Context: an optimization exercise on an open-source flow, tuned for small area. The choices shown serve that exercise and are no tape-out recipe. At most, simulation tests tie the RTL to the original design; equivalence was not proved. No driver is modelled on the clock port, so clocking that relies on it looks cheaper here than on a real chip. Power is estimated from default activity; no workload was simulated.

==> 02-25 <==
==> flow/design.v <==
module warmup(
	input        clk,
	input        rst,
	input        rx,
	output [7:0] result_data,
	output       overflow
);
	reg [2:0] t8;
	function [2:0] succ(input [2:0] v);
		succ = {v[1:0], v[2] ^ (v[0] | ~v[1])};
	endfunction
	wire [2:0] n8 = succ(t8);
	reg [1:0] t3;
	reg [2:0] t7;
	reg [4:0] t31;
	always @(posedge clk) begin
		t8  <= n8;
		t3  <= {t3[0], ~(t3[1] & t3[0])};
		t7  <= {t7[1:0], (t7[2] ^ t7[1]) | ~rst};
		t31 <= {t31[3:0], (t31[4] ^ t31[2]) | ~rst};
	end
	wire tick = (&t8) & (&t3) & (&t7) & (&t31);
	wire [2:0] p = t8;
	localparam [2:0] P0 = 3'd6, P7 = 3'd7;
	wire p0 = (p == P0);
	wire p7 = (p == P7);
	reg [1:0] idx;
	reg       busy;
	reg [2:0] j;
	reg       valid;
	reg [2:0] k;           
	reg [7:0] A, W, B;
	reg       dA, dB;      
	reg       c;           
	reg       dec;         
	wire      rxs = dec;
	reg       ov;          
	localparam K_OTHER = 3'd0, K_AND = 3'd2, K_OR = 3'd3,
	           K_ADD = 3'd4, K_SUB = 3'd5, K_MUL = 3'd6, K_DIV = 3'd7;
	wire is_add = (k == K_ADD);
	wire is_sub = (k == K_SUB);
	wire is_and = (k == K_AND);
	wire is_or  = (k == K_OR);
	wire is_mul = (k == K_MUL);
	wire is_div = (k == K_DIV);
	wire md     = is_mul | is_div;
	wire comp  = (idx == 2'b10);
	wire dtick = tick & busy & ~comp;
	wire stick = tick & ~busy & ~comp & ~rx;
	wire trial = comp & ~busy;
	wire write = comp & busy;
	wire jl    = (j == P7);
	wire first = trial & (j == P0);
	wire lastw = write & jl;
	wire [7:0] op = {rx, A[7:1]};
	reg  [2:0] kn;
	always @* begin
		case (op)
			8'h2B: kn = K_ADD;
			8'h2D: kn = K_SUB;
			8'h2A: kn = K_MUL;
			8'h2F: kn = K_DIV;
			8'h26: kn = K_AND;
			8'h7C: kn = K_OR;
			default: kn = K_OTHER;
		endcase
	end
	wire ins  = busy & ~comp & ((n8 == j) | (tick & jl));
	wire insv = tick ? rx : rxs;
	wire dec_e = dec | (is_div & trial);
	wire x     = md ? (p0 ? (is_div & A[7]) : dB) : A[0];
	wire y     = md ? (dec_e & (W[0] ^ is_div)) : (W[0] ^ is_sub);
	wire ci    = p0 ? (md ? (is_div & dec_e) : is_sub) : c;
	wire s     = x ^ y ^ ci;
	wire co    = (x & y) | (ci & (x | y));
	reg r;
	always @* begin
		if (is_add | is_sub) r = s;
		else if (is_and)     r = A[0] & W[0];
		else if (is_or)      r = A[0] | W[0];
		else                 r = 1'b0;
	end
	wire a_in = (ins & ~idx[1]) ? insv :
	            (write & md) ? (p0 ? (is_div & dec) : dA) : A[0];
	wire w_in = (ins & idx[1]) ? insv : W[0];
	wire b_in = ~comp ? 1'b0 :
	            ~md ? (first ? r : B[0]) :
	            ~busy ? B[0] :
	            (lastw & is_div) ? a_in : s;
	always @(posedge clk) begin
		if (!rst) begin
			idx   <= 2'd0;
			busy  <= 1'b0;
			j     <= P0;
			valid <= 1'b0;
		end else if (comp) begin
			if (p7) begin
				busy <= ~busy;
				if (busy) begin
					j <= succ(j);
					if (jl) begin
						idx   <= 2'd0;
						valid <= 1'b1;
					end
				end
			end
		end else if (stick) begin
			busy <= 1'b1;
		end else if (dtick) begin
			j <= succ(j);
			if (jl) begin
				busy <= 1'b0;
				idx  <= {idx[0], ~idx[1]};
			end
		end
	end
	always @(posedge clk) begin
		A  <= {a_in, A[7:1]};
		W  <= {w_in, W[7:1]};
		dA <= A[0];
		dB <= B[0];
		c  <= co;
		if (dtick & (idx == 2'd0) & jl)
			k <= kn;
		if (comp | (idx[1] & busy))
			B <= {b_in, B[7:1]};
		if (tick)
			dec <= rx;
		else if (trial & is_div & p7)
			dec <= B[0] | co;
		else if (trial & is_mul & p0)
			dec <= A[7];
		if (first) begin
			if (is_div)
				ov <= (p0 | ov) & ~W[0];
			else if (is_mul)
				ov <= 1'b0;
			else if (p7)
				ov <= (is_add | is_sub) & (co ^ is_sub);
		end else if (write & is_mul & (p0 | p7))
			ov <= ov | (p0 ? dB : co);
	end
	assign result_data = B & {8{valid}};
	assign overflow    = ~(ov & valid);
endmodule
==> flow/flow/run.sh <==
#!/bin/bash
# Standard layout with these changes: synthesis maps the logic with several
# ABC scripts and keeps the smallest result; port buffers use the smallest
# buffer; after placement a few clock buffers, each driving one strip of
# flip-flops, make the clock tree, so CTS has
# nothing left to build. Output goes to layout.log and clock_buffer.log
# (ORFS keeps each step's log under orfs/logs).
set -euo pipefail
here=$(pwd)
rm -rf "$here/scripts"
cp -r "$FLOW_HOME/scripts" "$here/scripts"
python3 - "$here/scripts/synth.tcl" <<'PY'
import sys
p = sys.argv[1]
s = open(p).read()
old = "  log_cmd abc {*}$abc_args\n"
assert s.count(old) == 1
s = s.replace(old, "  source $::env(FLOW_FLOW_DIR)/multi_abc.tcl\n")
open(p, "w").write(s)
PY
export SCRIPTS_DIR="$here/scripts"
export ADDER_MAP_FILE=
export FLOW_FLOW_DIR="$here/flow"
export BUFFER_PORTS_ARGS="-buffer_cell sky130_fd_sc_hd__buf_1"
export CTS_ARGS="-clk_nets clk -dont_use_dummy_load"
bash standard.sh synth floorplan place > layout.log 2>&1
export PLACE_ODB="$(ls -d "$here"/orfs/results/*/*/base)/3_place.odb"
export CLOCK_BUFFER_CELL="${CLOCK_BUFFER_CELL:-sky130_fd_sc_hd__clkbuf_8}"
export CLOCK_ROOT_CELL="${CLOCK_ROOT_CELL:-sky130_fd_sc_hd__clkbuf_2}"
export CLOCK_GROUPS="${CLOCK_GROUPS:-3}"
openroad -no_init -exit "$here/flow/clock_buffer.tcl" > clock_buffer.log 2>&1
bash standard.sh >> layout.log 2>&1
==> flow/flow/abc_amap.script <==
strash
dch -f
amap
&get -n
&st
&dch -f
&nf -a
&put
==> flow/flow/abc_nfa2.script <==
&get -n
&st
&dch -f
&nf -a
&st
&syn2
&dch -f
&nf -a
&st
&syn2
&dch -f
&nf -a
&put
==> flow/flow/abc_nfa3.script <==
&get -n
&st
&dch -f
&nf -a -p
&st
&syn2
&dch -f
&nf -a -p
&st
&syn2
&dch -f
&nf -a -p
&st
&syn2
&dch -f
&nf -a -p
&put
==> flow/flow/abc_q2.script <==
&get -n
&st
&synch2
&if -g -K 6
&synch2
&dch -f
&nf -a
&st
&synch2
&dch -f
&nf -a
&st
&syn2
&dch -f
&nf -a
&put
==> flow/flow/abc_q4.script <==
&get -n
&st
&synch2
&if -g -K 6
&synch2
&dch -f
&nf -a -p
&st
&syn2
&dch -f
&nf -a -p
&st
&syn2
&dch -f
&nf -a -p
&put
==> flow/flow/abc_r1.script <==
&get -n
&st
&synch2
&if -g -K 6
&synch2
&dch -f
&nf -a
&st
&syn2
&dch -f
&nf -a
&st
&syn2
&dch -f
&nf -a
&put
==> flow/flow/abc_r4.script <==
&get -n
&st
&dch -f
&nf -a -R 1000
&st
&syn2
&dch -f
&nf -a -R 1000
&st
&syn2
&dch -f
&nf -a -R 1000
&put
==> flow/flow/abc_r5.script <==
&get -n
&st
&dch -f
&nf -a
&st
&syn2
&dch -f
&nf -a
&st
&syn3
&dch -f
&nf -a
&st
&syn4
&dch -f
&nf -a
&put
==> flow/flow/abc_speed.script <==
&get -n
&st
&dch
&nf
&st
&syn2
&if -g -K 6
&synch2
&nf
&st
&syn2
&if -g -K 6
&synch2
&nf
&st
&syn2
&if -g -K 6
&synch2
&nf
&st
&syn2
&if -g -K 6
&synch2
&nf
&st
&syn2
&if -g -K 6
&synch2
&nf
&put
buffer -c
topo
stime -c
upsize -c
dnsize -c
==> flow/flow/clock_buffer.tcl <==
# Split the flip-flops into CLOCK_GROUPS vertical strips of equal size and
# drive each strip's clock pins from one CLOCK_BUFFER_CELL placed at the
# strip's centroid. The clock port drives a single root buffer
# (CLOCK_ROOT_CELL) at the centroid of all sinks, which drives the strip
# buffers. Then legalize.
# Reads and writes the placed design given by PLACE_ODB.
read_db $::env(PLACE_ODB)
set block [ord::get_db_block]
set clknet [$block findNet clk]
set master [[ord::get_db] findMaster $::env(CLOCK_BUFFER_CELL)]
set groups $::env(CLOCK_GROUPS)
set sinks {}
foreach it [$clknet getITerms] {
  set bb [[$it getInst] getBBox]
  lappend sinks [list [expr { ([$bb xMin] + [$bb xMax]) / 2 }] [expr { ([$bb yMin] + [$bb yMax]) / 2 }] $it]
}
set sinks [lsort -integer -index 0 $sinks]
set n [llength $sinks]
set root [odb::dbInst_create $block [[ord::get_db] findMaster $::env(CLOCK_ROOT_CELL)] clkbuf_root]
set rootnet [odb::dbNet_create $block clk_root]
$rootnet setSigType CLOCK
set rx 0
set ry 0
foreach s $sinks {
  set rx [expr { $rx + [lindex $s 0] }]
  set ry [expr { $ry + [lindex $s 1] }]
}
[$root findITerm A] connect $clknet
[$root findITerm X] connect $rootnet
$root setLocation [expr { $rx / $n }] [expr { $ry / $n }]
$root setPlacementStatus PLACED
for { set g 0 } { $g < $groups } { incr g } {
  set lo [expr { $g * $n / $groups }]
  set hi [expr { ($g + 1) * $n / $groups - 1 }]
  set buf [odb::dbInst_create $block $master clkbuf_leaf_$g]
  set net [odb::dbNet_create $block clk_leaf_$g]
  $net setSigType CLOCK
  set sx 0
  set sy 0
  foreach s [lrange $sinks $lo $hi] {
    lassign $s x y it
    set sx [expr { $sx + $x }]
    set sy [expr { $sy + $y }]
    $it disconnect
    $it connect $net
  }
  set m [expr { $hi - $lo + 1 }]
  [$buf findITerm A] connect $rootnet
  [$buf findITerm X] connect $net
  $buf setLocation [expr { $sx / $m }] [expr { $sy / $m }]
  $buf setPlacementStatus PLACED
  puts "clock_buffer: clkbuf_leaf_$g drives $m clock pins"
}
detailed_placement
check_placement -verbose
write_db $::env(PLACE_ODB)
==> flow/flow/multi_abc.tcl <==
# Sourced by synth.tcl in place of its single abc call: maps the design
# with each ABC script in flow/ and keeps the mapping with the least area.
design -save my_pre_abc
set best_area ""
set best_script ""
foreach scr [lsort [glob $::env(FLOW_FLOW_DIR)/abc_*.script]] {
  design -load my_pre_abc
  set args $abc_args
  lset args 1 $scr
  log_cmd abc {*}$args
  set st [tee -q -s result.string stat {*}$lib_args]
  if { [regexp {Chip area for module[^:]*: ([0-9.]+)} $st -> area] } {
    puts "multi_abc: $scr area $area"
    if { $best_area eq "" || $area < $best_area } {
      set best_area $area
      set best_script $scr
      design -save my_best_abc
    }
  }
}
puts "multi_abc: chose $best_script area $best_area"
design -load my_best_abc
==> flow/standard.sh <==
#!/bin/bash
# synth_recipe.tcl (not shown) runs the flow's synth.tcl, then flattens the netlist and writes it again
# the make line also repeats each setting of config.mk as NAME=value (left out here)
make -C /OpenROAD-flow-scripts/flow DESIGN_CONFIG=/design/flow/config.mk WORK_HOME=/design/flow/orfs CLKGATE_MAP_FILE= SYNTH_SCRIPT=/design/flow/synth_recipe.tcl "${@:-finish}"
==> flow/config.mk <==
export PLATFORM = sky130hd
export DESIGN_NAME = warmup
export DESIGN_NICKNAME = warmup
export VERILOG_FILES = /design/flow/design.v
export SDC_FILE = /design/flow/constraint.sdc
export NUM_CORES = 4
export LEC_CHECK = 0
export CAP_MARGIN = 20
export CORE_MARGIN = 2
export CORE_UTILIZATION = 40
export SLEW_MARGIN = 20
==> flow/constraint.sdc <==
create_clock -name core_clock -period 30.0 [get_ports {clk}]
set_input_delay 6.0000 -clock core_clock [delete_from_list [all_inputs] [get_ports {clk}]]
set_output_delay 6.0000 -clock core_clock [all_outputs]
set_load 0.01 [all_outputs]
==> 05-23 (differences from 02-25) <==
--- a/flow/design.v
+++ b/flow/design.v
@@ -31,2 +31,3 @@
 	reg [2:0] k;           
+	reg       rxs;         
 	reg [7:0] A, W, B;
@@ -35,6 +36,5 @@
 	reg       dec;         
-	wire      rxs = dec;
 	reg       ov;          
-	localparam K_OTHER = 3'd0, K_AND = 3'd2, K_OR = 3'd3,
-	           K_ADD = 3'd4, K_SUB = 3'd5, K_MUL = 3'd6, K_DIV = 3'd7;
+	localparam K_OTHER = 3'd0, K_ADD = 3'd1, K_SUB = 3'd2, K_AND = 3'd3,
+	           K_OR = 3'd4, K_MUL = 3'd5, K_DIV = 3'd6;
 	wire is_add = (k == K_ADD);
@@ -46,3 +46,3 @@
 	wire md     = is_mul | is_div;
-	wire comp  = (idx == 2'b10);
+	wire comp  = (idx == 2'd3);
 	wire dtick = tick & busy & ~comp;
@@ -112,3 +112,3 @@
 				busy <= 1'b0;
-				idx  <= {idx[0], ~idx[1]};
+				idx  <= idx + 2'd1;
 			end
@@ -122,2 +122,4 @@
 		c  <= co;
+		if (tick)
+			rxs <= rx;
 		if (dtick & (idx == 2'd0) & jl)
@@ -126,5 +128,3 @@
 			B <= {b_in, B[7:1]};
-		if (tick)
-			dec <= rx;
-		else if (trial & is_div & p7)
+		if (trial & is_div & p7)
 			dec <= B[0] | co;
==> flow/flow/run.sh (replaced) <==
#!/bin/bash
set -euo pipefail
export BUFFER_PORTS_ARGS="-buffer_cell sky130_fd_sc_hd__buf_1"
export CTS_ARGS="-sink_clustering_enable -repair_clock_nets -dont_use_dummy_load -sink_clustering_size 60 -sink_clustering_max_diameter 500 -buf_list sky130_fd_sc_hd__clkbuf_16 -root_buf sky130_fd_sc_hd__clkbuf_16"
bash standard.sh > layout.log 2>&1
removed: flow/flow/abc_amap.script
removed: flow/flow/abc_nfa2.script
removed: flow/flow/abc_nfa3.script
removed: flow/flow/abc_q2.script
removed: flow/flow/abc_q4.script
removed: flow/flow/abc_r1.script
removed: flow/flow/abc_r4.script
removed: flow/flow/abc_r5.script
removed: flow/flow/abc_speed.script
removed: flow/flow/clock_buffer.tcl
removed: flow/flow/multi_abc.tcl
==> notes.md <==
- The run finished with no timing, DRC or antenna violations.
- At the later pin of the worst-skew pair, clock insertion delay measures 0.37 ns.
- The floorplan has 25 rows.
- Of the total power, the share spent switching nets is 0.2340.
- In the layout the tool counted multi-input logic cells amounting to 138.
(the above is from 02-25)
==> notes.md <==
- Multi-input combinational cells in the finished layout were counted as ~130.
- The placement row count is 27.
- The run finished with no timing, DRC or antenna violations.
- For the worst-skew pair, the clock arrives at the later sink with an insertion delay of between 0.2 and 0.3 ns.
- Routed signal wires occupy layers up through met4.
- Of the total power, the share spent switching nets is 0.2211.
- Of the total standard cell area in the layout, the sequential portion is 0.4860.
- Derived from the worst setup path, the maximum achievable clock frequency is 0.1413 GHz.
- Setup slack on the critical path of the routed design comes to 22.92 ns.
- Detailed routing placed a total of 182 um of wire on met3.
(the above is from 05-23)
For 02-25, only the layout was checked, not whether the RTL still works.

-- what the ideal ports hide --
The results above use ideal ports. As a check the final layouts listed here were re-extracted and re-timed, cells and wires unchanged.
Step 1 sets driving cells, clkbuf_16 on the clock port and buf_2 on the other inputs (assumed; they add their load-dependent delay and slew).
Step 2, shift: input delay + t, output delay - t, t = (earliest + latest rising clock arrival at the registers) / 2. This alone moves slack from input paths to output paths.
a / b / c = ideal ports / drivers / drivers and shift; a / b = the first two.
run	t, ns	slack for setup (ns)	worst setup path at the end
02-25	0.390	22.790 / 22.767 / 22.782	input to register
05-23	0.313	22.925 / 22.890 / 23.037	input to register
After both steps every run listed still meets setup and hold. For 02-25, which loses most, drivers alone change the setup slack by -0.023 ns; drivers and shift together by -0.008 ns.
